Background: an optimization exercise with open tools, aiming at small area. Do not read the settings as production practice.
At most, simulation tests tie the RTL to the original design; equivalence was not proved.
Power and IR drop assume default switching activity.

==> module cdr, before the edit <==
module cdr(
	input  logic clk,
	input  logic resetn_i,
	input  logic data_i,
	output logic data_en_o,
	output logic take_o
	);
	logic fall_q;
	logic T_w, E_w;
	logic q1, q2, q3, q4;
	logic [4:0] count;
	logic [4:0] cycles;
	logic en_rise_w, en_fall_w;
	assign T_w = q1 ^ q2;
	assign E_w = q2 ^ q4;
	assign cycles = ~T_w ? 5'd24 : (E_w ? 5'd25 : 5'd23);
	assign en_rise_w = count == 12;
	assign en_fall_w = count == cycles;
	assign take_o = fall_q;
	always_ff @(posedge clk, negedge resetn_i) begin
		if (~resetn_i) begin
			q1 <= 0;
			q2 <= 0;
			q3 <= 0;
			q4 <= 0;
			fall_q <= 0;
			count <= 24;
			data_en_o <= 0;
		end else begin
			if (en_rise_w) begin
				q1 <= data_i;
				q2 <= q1;
				q4 <= q3;
			end
			if (en_fall_w) begin
				q3 <= data_i;
				count <= 0;
			end else
				count <= count + 1;
			fall_q <= en_fall_w;
			data_en_o <= fall_q;
		end
	end
endmodule
clock: 10.0 ns
lec_check: 0
abc_area: 1
cap_margin: 20
core_margin: 2
core_utilization: 65
place_density: 0.75
slew_margin: 20
standard.sh (not shown) runs the stock make flow with config.mk's settings and CLKGATE_MAP_FILE= SYNTH_SCRIPT=/design/flow/synth_recipe.tcl, a recipe that flattens the netlist after the stock synthesis.
==> flow/flow/run.sh <==
#!/bin/bash
# Layout flow: the standard flow (standard.sh) for every step, with these
# changes in how the layout is made:
#  - synthesis maps the logic with an area-oriented ABC script (abc_area.script
#    here, in place of ORFS's) and leaves adders to ABC (no ADDER_MAP_FILE);
#    the rest of synthesis is ORFS's, unchanged, so the registers are the
#    standard synthesis's;
#  - port buffers are sky130_fd_sc_hd__buf_1 (every port still gets one);
#  - clock tree synthesis leaves out dummy loads and uses clkbuf_8 buffers with
#    small sink clusters.
# Each step's full output goes to a log file in the work folder.
set -euo pipefail
WORK=$(pwd)
cp -r "$FLOW_HOME/scripts" "$WORK/scripts_own"
cp "$WORK/flow/abc_area.script" "$WORK/scripts_own/abc_area.script"
SCRIPTS_DIR="$WORK/scripts_own" ADDER_MAP_FILE= bash standard.sh synth > "$WORK/log_synth.txt" 2>&1
export BUFFER_PORTS_ARGS="-buffer_cell sky130_fd_sc_hd__buf_1"
export CTS_ARGS="-sink_clustering_enable -repair_clock_nets -dont_use_dummy_load -sink_clustering_size 16 -sink_clustering_max_diameter 50 -buf_list sky130_fd_sc_hd__clkbuf_8"
bash standard.sh finish > "$WORK/log_layout.txt" 2>&1
==> flow/flow/abc_area.script <==
strash
dch
map -a
mfs2 -a
strash
&get -n
&dch
&nf -R 1000
&put
topo
The starting point completed with no timing, DRC or antenna violations.
Edit:
--- a/flow/design.v
+++ b/flow/design.v
@@ -483,26 +483,28 @@
 	input  logic data_i,
 	output logic data_en_o,
 	output logic take_o
 	);
-	logic fall_q;
+	logic data_en_w, fall_q;
 	logic T_w, E_w;
 	logic q1, q2, q3, q4;
 	logic [4:0] count;
 	logic [4:0] cycles;
-	logic en_rise_w, en_fall_w;
+	logic en_toggle_w, en_rise_w, en_fall_w;
 	assign T_w = q1 ^ q2;
 	assign E_w = q2 ^ q4;
 	assign cycles = ~T_w ? 5'd24 : (E_w ? 5'd25 : 5'd23);
-	assign en_rise_w = count == 12;
-	assign en_fall_w = count == cycles;
+	assign en_toggle_w = (count == cycles) || (count == 12);
+	assign en_rise_w = en_toggle_w && ~data_en_w;
+	assign en_fall_w = en_toggle_w && data_en_w;
 	assign take_o = fall_q;
 	always_ff @(posedge clk, negedge resetn_i) begin
 		if (~resetn_i) begin
 			q1 <= 0;
 			q2 <= 0;
 			q3 <= 0;
 			q4 <= 0;
+			data_en_w <= 1;
 			fall_q <= 0;
 			count <= 24;
 			data_en_o <= 0;
 		end else begin
@@ -510,15 +512,18 @@
 				q1 <= data_i;
 				q2 <= q1;
 				q4 <= q3;
 			end
-			if (en_fall_w) begin
+			if (en_fall_w)
 				q3 <= data_i;
+			if (count == cycles)
 				count <= 0;
-			end else
+			else
 				count <= count + 1;
+			if (en_toggle_w)
+				data_en_w <= ~data_en_w;
 			fall_q <= en_fall_w;
-			data_en_o <= fall_q;
+			data_en_o <= take_o;
 		end
 	end
 endmodule
 module bit_recovery_CDR(
Outcome: The new run ran to the end with no violations; wire length is about the same; sequential power stays flat; die area is about the same; flip-flop and latch count increases by 1; via count increases by 0.99%; area after synthesis is about the same.
Function not checked in the second run of this note: the RTL went through the layout flow alone.

* * *

== lane 1 ==
Another version of the RTL of zigbee_rx_back (not shown whole).
For scale: ~1400 cells after synthesis, about 620 flip-flops, about 0.017 mm^2 of cells after synthesis.
==> module fifo_rx, before the edit <==
module fifo_rx (
	input  logic       clk,
	input  logic       reset_n,
	input  logic       en_cdr,
	input  logic       take,
	input  logic       data_in,
	input  logic       psel,
	input  logic       pwrite,
	input  logic       penable,
	output logic       pslverr,
	output logic [7:0] prdata,
	output logic       bit_o
	);
	logic [7:0] ring [0:3][0:15];
	logic [7:0] head [0:3];
	logic [8:0] sr;
	logic [2:0] i;
	logic [6:0] wr_ptr, rd_ptr, rd_next;
	logic [3:0] x0, x1;
	logic pending;
	logic full, empty, wr_en, rd_en, adv, byp;
	logic [7:0] stg;
	logic [3:0] ins;
	assign empty = wr_ptr == rd_ptr;
	assign full = (wr_ptr[5:0] == rd_ptr[5:0]) && (wr_ptr[6] != rd_ptr[6]);
	assign pslverr = empty;
	assign wr_en = en_cdr && (i == 1);
	assign bit_o = sr[8];
	assign rd_en = psel && penable && !pwrite && !empty;
	assign adv = rd_en || (full && wr_en);
	assign rd_next = rd_ptr + 7'd4 + adv;
	assign stg = sr[7:0];
	assign byp = pending && (rd_ptr[5:0] + 6'd1 == wr_ptr[5:0]);
	always_comb begin
		for (integer b = 0; b < 4; b++)
			ins[b] = pending && (wr_ptr[5:0] == 6'(61 + b));
	end
	assign x0 = rd_next[5:2];
	assign x1 = rd_next[5:2] + 4'd1;
	always_ff @(posedge clk) begin
		for (integer b = 0; b < 4; b++) begin
			logic [3:0] x;
			logic [7:0] d0;
			d0 = ins[b] ? stg : ring[b][15];
			ring[b][0] <= d0;
			for (integer k = 1; k < 16; k++)
				ring[b][k] <= ring[b][k-1];
			x = (b < rd_next[1:0]) ? x1 : x0;
			if (x[1:0] == 0) begin
				case (x[3:2])
					2'd0: head[b] <= d0;
					2'd1: head[b] <= ring[b][3];
					2'd2: head[b] <= ring[b][7];
					default: head[b] <= ring[b][11];
				endcase
			end
		end
	end
	always_ff @(posedge clk, negedge reset_n) begin
		if (~reset_n) begin
			sr <= 0;
			i <= 0;
			wr_ptr <= 0;
			rd_ptr <= 0;
			pending <= 0;
			prdata <= 0;
		end else begin
			if (take) begin
				sr <= {data_in, sr[8:1]};
				i <= i + 1;
			end
			wr_ptr <= wr_ptr + 7'd4 + wr_en;
			rd_ptr <= rd_next;
			if (wr_en)
				pending <= 1;
			else if (|ins)
				pending <= 0;
			if (rd_en)
				prdata <= byp ? stg : head[rd_ptr[1:0]];
			else
				prdata <= 0;
		end
	end
endmodule
clock: 10.0 ns
lec_check: 0
abc_area: 1
cap_margin: 20
core_margin: 2
core_utilization: 40
cts_buf_list: sky130_fd_sc_hd__clkbuf_8
cts_cluster_diameter: 50
cts_cluster_size: 16
slew_margin: 20
run.sh (not shown) runs the stock make flow with config.mk's settings and CLKGATE_MAP_FILE= SYNTH_SCRIPT=/design/flow/synth_recipe.tcl, a recipe that flattens the netlist after the stock synthesis.
Stock flow here: none of the scripts above is used.
--- input diff lane 1..lane 2 ---
-- flow/design.v --
<<< lane 1, line 559
	logic [2:0] i;
	logic [6:0] wr_ptr, rd_ptr, rd_next;
	logic [3:0] x0, x1;
	logic pending;
	logic full, empty, wr_en, rd_en, adv, byp;
>>> lane 2, line 559
	logic [2:0] i;
	logic [6:0] wr_ptr, rd_ptr, rd_next;
	logic [5:0] pw;
	logic [3:0] t;
	logic pending;
	logic full, empty, wr_en, rd_en, adv, byp;
<<< lane 1, line 571
	assign rd_en = psel && penable && !pwrite && !empty;
	assign adv = rd_en || (full && wr_en);
	assign rd_next = rd_ptr + 7'd4 + adv;
	assign stg = sr[7:0];
	assign byp = pending && (rd_ptr[5:0] + 6'd1 == wr_ptr[5:0]);
	always_comb begin
		for (integer b = 0; b < 4; b++)
			ins[b] = pending && (wr_ptr[5:0] == 6'(61 + b));
	end
	assign x0 = rd_next[5:2];
	assign x1 = rd_next[5:2] + 4'd1;
	always_ff @(posedge clk) begin
		for (integer b = 0; b < 4; b++) begin
			logic [3:0] x;
			logic [7:0] d0;
			d0 = ins[b] ? stg : ring[b][15];
>>> lane 2, line 572
	assign rd_en = psel && penable && !pwrite && !empty;
	assign adv = rd_en || (full && wr_en);
	assign rd_next = rd_ptr + adv;
	assign stg = sr[7:0];
	assign pw = wr_ptr[5:0] - 6'd1;
	assign byp = pending && (rd_ptr[5:0] == pw);
	always_comb begin
		for (integer b = 0; b < 4; b++)
			ins[b] = pending && (pw[1:0] == b) && (pw[5:2] + t == 4'd15);
	end
	always_ff @(posedge clk) begin
		for (integer b = 0; b < 4; b++) begin
			logic [3:0] q;
			logic [7:0] d0;
			d0 = ins[b] ? stg : ring[b][15];
<<< lane 1, line 588
			for (integer k = 1; k < 16; k++)
				ring[b][k] <= ring[b][k-1];
			x = (b < rd_next[1:0]) ? x1 : x0;
			if (x[1:0] == 0) begin
				case (x[3:2])
					2'd0: head[b] <= d0;
					2'd1: head[b] <= ring[b][3];
>>> lane 2, line 588
			for (integer k = 1; k < 16; k++)
				ring[b][k] <= ring[b][k-1];
			q = rd_next[5:2] + (b < rd_next[1:0]) + t + 4'd1;
			if (q[1:0] == 0) begin
				case (q[3:2])
					2'd0: head[b] <= d0;
					2'd1: head[b] <= ring[b][3];
<<< lane 1, line 603
			sr <= 0;
			i <= 0;
			wr_ptr <= 0;
			rd_ptr <= 0;
>>> lane 2, line 603
			sr <= 0;
			i <= 0;
			t <= 0;
			wr_ptr <= 0;
			rd_ptr <= 0;
<<< lane 1, line 612
				i <= i + 1;
			end
			wr_ptr <= wr_ptr + 7'd4 + wr_en;
			rd_ptr <= rd_next;
			if (wr_en)
>>> lane 2, line 613
				i <= i + 1;
			end
			t <= t + 4'd1;
			wr_ptr <= wr_ptr + wr_en;
			rd_ptr <= rd_next;
			if (wr_en)
Results
Lane 2 and lane 1 all finish clean. Sort lane 2 and lane 1 by die area, ascending, and lane 1 comes first. Lane 2 vs. lane 1: arrival time of the worst setup path went up 880 ps; area taken by multi-input logic gates went up about 15%; register-to-register setup slack went down 1480 ps; part of the total power dissipated in sequential elements went up 1.5 points; critical path depth went down 4. On gate count of the mapped netlist, the lower figure sits with lane 1, not lane 2. Per the comparison of lane 2 with lane 1, met2 routing resource usage after global routing went down 0.99 points, final instance area went up 4.1%, post-synth net total went up.
Only the layout flow was run in lane 2; the RTL was not checked for function there.

* * *

== main ==
Another version of the RTL of zigbee_rx_back (not shown whole).
For scale: roughly 1100 cells after synthesis, ~590 flip-flops, ~27 I/O pins, ~16000 sq um of cells after synthesis.
==> module fifo_rx, before the edit <==
module fifo_rx (
	input  logic       clk,
	input  logic       reset_n,
	input  logic       en_cdr,
	input  logic       take,
	input  logic       data_in,
	input  logic       psel,
	input  logic       pwrite,
	input  logic       penable,
	output logic       pslverr,
	output logic [7:0] prdata,
	output logic       bit_o
	);
	logic [7:0] ring [0:3][0:14];
	logic [7:0] head [0:3];
	logic [8:0] sr;
	logic [2:0] i;
	logic [1:0] rd_bank, last_bank, rd_bank_next;
	logic [3:0] rd_row, last_row, rd_row_next, rd_row_next1, last_row_next;
	logic [6:0] cnt;
	logic pending, inserted;
	logic full, empty, wr_en, rd_en, adv, byp, ins, clr;
	logic [7:0] stg;
	function automatic logic [3:0] row_step(input logic [3:0] r, input logic two);
		logic [4:0] s;
		s = r + 5'd1 + two;
		row_step = (s >= 5'd15) ? 4'(s - 5'd15) : s[3:0];
	endfunction
	assign empty = cnt == 0;
	assign full = cnt[6];
	assign pslverr = empty;
	assign wr_en = en_cdr && (i == 1);
	assign bit_o = sr[8];
	assign rd_en = psel && penable && !pwrite && !empty;
	assign adv = rd_en || (full && wr_en);
	assign rd_bank_next = rd_bank + adv;
	assign rd_row_next = row_step(rd_row, adv && (rd_bank == 2'd3));
	assign rd_row_next1 = (rd_row_next == 4'd14) ? 4'd0 : rd_row_next + 4'd1;
	assign last_row_next = row_step(last_row, wr_en && (last_bank == 2'd3));
	assign stg = sr[7:0];
	assign byp = pending && (cnt == 7'd1);
	assign ins = pending && !inserted && (last_row == 4'd14);
	assign clr = pending && inserted && (last_row == 4'd3);
	logic near_full;
	logic [1:0] cnt_d;
	logic [3:0] supp;
	assign near_full = cnt[6] || (cnt[5:2] == 4'b1111 && cnt[1:0] != 2'b00);
	assign cnt_d = cnt[1:0] - 2'd1;
	always_comb begin
		for (integer b = 0; b < 4; b++) begin
			logic [1:0] m;
			m = 2'(b - rd_bank);
			supp[b] = near_full && !(adv && rd_bank == b) &&
			          ({1'b0, m} + (pending && !inserted) <= {1'b0, cnt_d});
		end
	end
	always_ff @(posedge clk) begin
		for (integer b = 0; b < 4; b++) begin
			logic [3:0] x;
			ring[b][0] <= (ins && last_bank == b) ? stg : ring[b][14];
			for (integer j = 1; j < 15; j++)
				ring[b][j] <= ring[b][j-1];
			x = (b < rd_bank_next) ? rd_row_next1 : rd_row_next;
			if (x[1:0] == 0 && !supp[b]) begin
				case (x[3:2])
					2'd0: head[b] <= ring[b][14];
					2'd1: head[b] <= ring[b][3];
					2'd2: head[b] <= ring[b][7];
					default: head[b] <= ring[b][11];
				endcase
			end
		end
	end
	always_ff @(posedge clk) begin
		if (take)
			sr[0] <= sr[1];
	end
	always_ff @(posedge clk, negedge reset_n) begin
		if (~reset_n) begin
			sr[8:1] <= 0;
			i <= 0;
			rd_bank <= 0;
			rd_row <= 0;
			last_bank <= 2'd3;
			last_row <= 4'd14;
			cnt <= 0;
			pending <= 0;
			inserted <= 0;
			prdata <= 0;
		end else begin
			if (take) begin
				sr[8:1] <= {data_in, sr[8:2]};
				i <= i + 1;
			end
			rd_bank <= rd_bank_next;
			rd_row <= rd_row_next;
			last_bank <= last_bank + wr_en;
			last_row <= last_row_next;
			if (wr_en && !adv)
				cnt <= cnt + 1;
			else if (adv && !wr_en)
				cnt <= cnt - 1;
			if (wr_en) begin
				pending <= 1;
				inserted <= 0;
			end else if (ins)
				inserted <= 1;
			else if (clr)
				pending <= 0;
			if (rd_en)
				prdata <= byp ? stg : head[rd_bank];
			else
				prdata <= 0;
		end
	end
endmodule
export LEC_CHECK = 0
export ABC_AREA = 1
export CAP_MARGIN = 20
export CORE_MARGIN = 2
export CORE_UTILIZATION = 75
export PLACE_DENSITY = 0.88
export SLEW_MARGIN = 20
create_clock -name core_clock -period 10.0 [get_ports {clk_i}]
standard.sh (not shown) runs the stock make flow with config.mk's settings and CLKGATE_MAP_FILE= SYNTH_SCRIPT=/design/flow/synth_recipe.tcl, a recipe that flattens the netlist after the stock synthesis.
Scripts as last shown in full above: flow/flow/run.sh, flow/flow/abc_area.script
Setup changes, main to the feature branch
--- a/flow/design.v
+++ b/flow/design.v
@@ -584,23 +584,27 @@
 			supp[b] = near_full && !(adv && rd_bank == b) &&
 			          ({1'b0, m} + (pending && !inserted) <= {1'b0, cnt_d});
 		end
 	end
-	always_ff @(posedge clk) begin
+	logic [3:0] tsel [0:3];
+	logic [3:0] hold;
+	always_comb begin
 		for (integer b = 0; b < 4; b++) begin
 			logic [3:0] x;
+			x = (b < rd_bank_next) ? rd_row_next1 : rd_row_next;
+			for (integer j = 0; j < 4; j++)
+				tsel[b][j] = (x == 4'(4 * j)) && !supp[b];
+			hold[b] = !(|tsel[b]);
+		end
+	end
+	always_ff @(posedge clk) begin
+		for (integer b = 0; b < 4; b++) begin
 			ring[b][0] <= (ins && last_bank == b) ? stg : ring[b][14];
 			for (integer j = 1; j < 15; j++)
 				ring[b][j] <= ring[b][j-1];
-			x = (b < rd_bank_next) ? rd_row_next1 : rd_row_next;
-			if (x[1:0] == 0 && !supp[b]) begin
-				case (x[3:2])
-					2'd0: head[b] <= ring[b][14];
-					2'd1: head[b] <= ring[b][3];
-					2'd2: head[b] <= ring[b][7];
-					default: head[b] <= ring[b][11];
-				endcase
-			end
+			head[b] <= (ring[b][14] & {8{tsel[b][0]}}) | (ring[b][3] & {8{tsel[b][1]}}) |
+			           (ring[b][7] & {8{tsel[b][2]}}) | (ring[b][11] & {8{tsel[b][3]}}) |
+			           (head[b] & {8{hold[b]}});
 		end
 	end
 	always_ff @(posedge clk) begin
 		if (take)
Findings:
- Count of vias placed by the detailed router grows by a few percent when moving from main to the feature branch.
- main → the feature branch: count of plain and timing-repair buffers in the layout now sits higher; length of routed wiring on met1 now sits higher; post-detailed-route wirelength per cell now sits higher.
- When the feature branch is measured against main, its number of fill cells turns out 57 lower.
- Highest attainable clock frequency | the feature branch below main
- From main to the feature branch the numbers moved as follows: die area shows a reduction of about 1%, routed wire length went up about 4.5%, total power shows a reduction of 0.25 mW, combinational power share now smaller, wire length of the first global-routing pass rose by about 3.7%.
- Compare the feature branch and main | share of the cycle needed by the critical path after routing lower: main
- Post-synthesis cell type count (lower): main
- Global-route usage over all layers for the feature branch is higher than for main.

## afterwards: timing with drivers on the ports
How much do the figures lean on ideal ports? The routed layouts below were timed once more, with nothing changed but the port constraints.
Step 1 sets driving cells, clkbuf_16 on the clock port and buf_2 on the other inputs (assumed; they add their load-dependent delay and slew).
Step 2 moves the port delays by t, midway between the first and last clock arrival at a register: inputs arrive t later, outputs are due t later. That takes back most of the time a late clock gives input paths.
Three values: ideal ports, drivers, drivers and shift; two values: the first two.
| run | t (ns) | setup WS [ns] | slew at the worst register clock pin (ns) | worst data-port slew with drivers (ns) |
|---|---|---|---|---|
| the first run of note 1 | 0.591 | 4.242 / 4.267 / 3.676 | 0.10 / 0.10 | 0.03 |
| the second run of note 1 | 0.589 | 4.044 / 4.065 / 3.476 | 0.10 / 0.10 | 0.03 |
| lane 1 | 0.625 | 4.274 / 4.301 / 3.676 | 0.10 / 0.10 | 0.03 |
| lane 2 | 0.671 | 3.428 / 3.444 / 2.773 | 0.10 / 0.10 | 0.03 |
| main | 0.586 | 3.804 / 3.819 / 3.234 | 0.10 / 0.10 | 0.03 |
| the feature branch | 0.591 | 3.485 / 3.507 / 2.916 | 0.10 / 0.10 | 0.04 |
After both steps every run listed still meets setup and hold. For lane 2, which loses most, drivers alone change the setup slack by +0.016 ns; drivers and shift together by -0.655 ns.
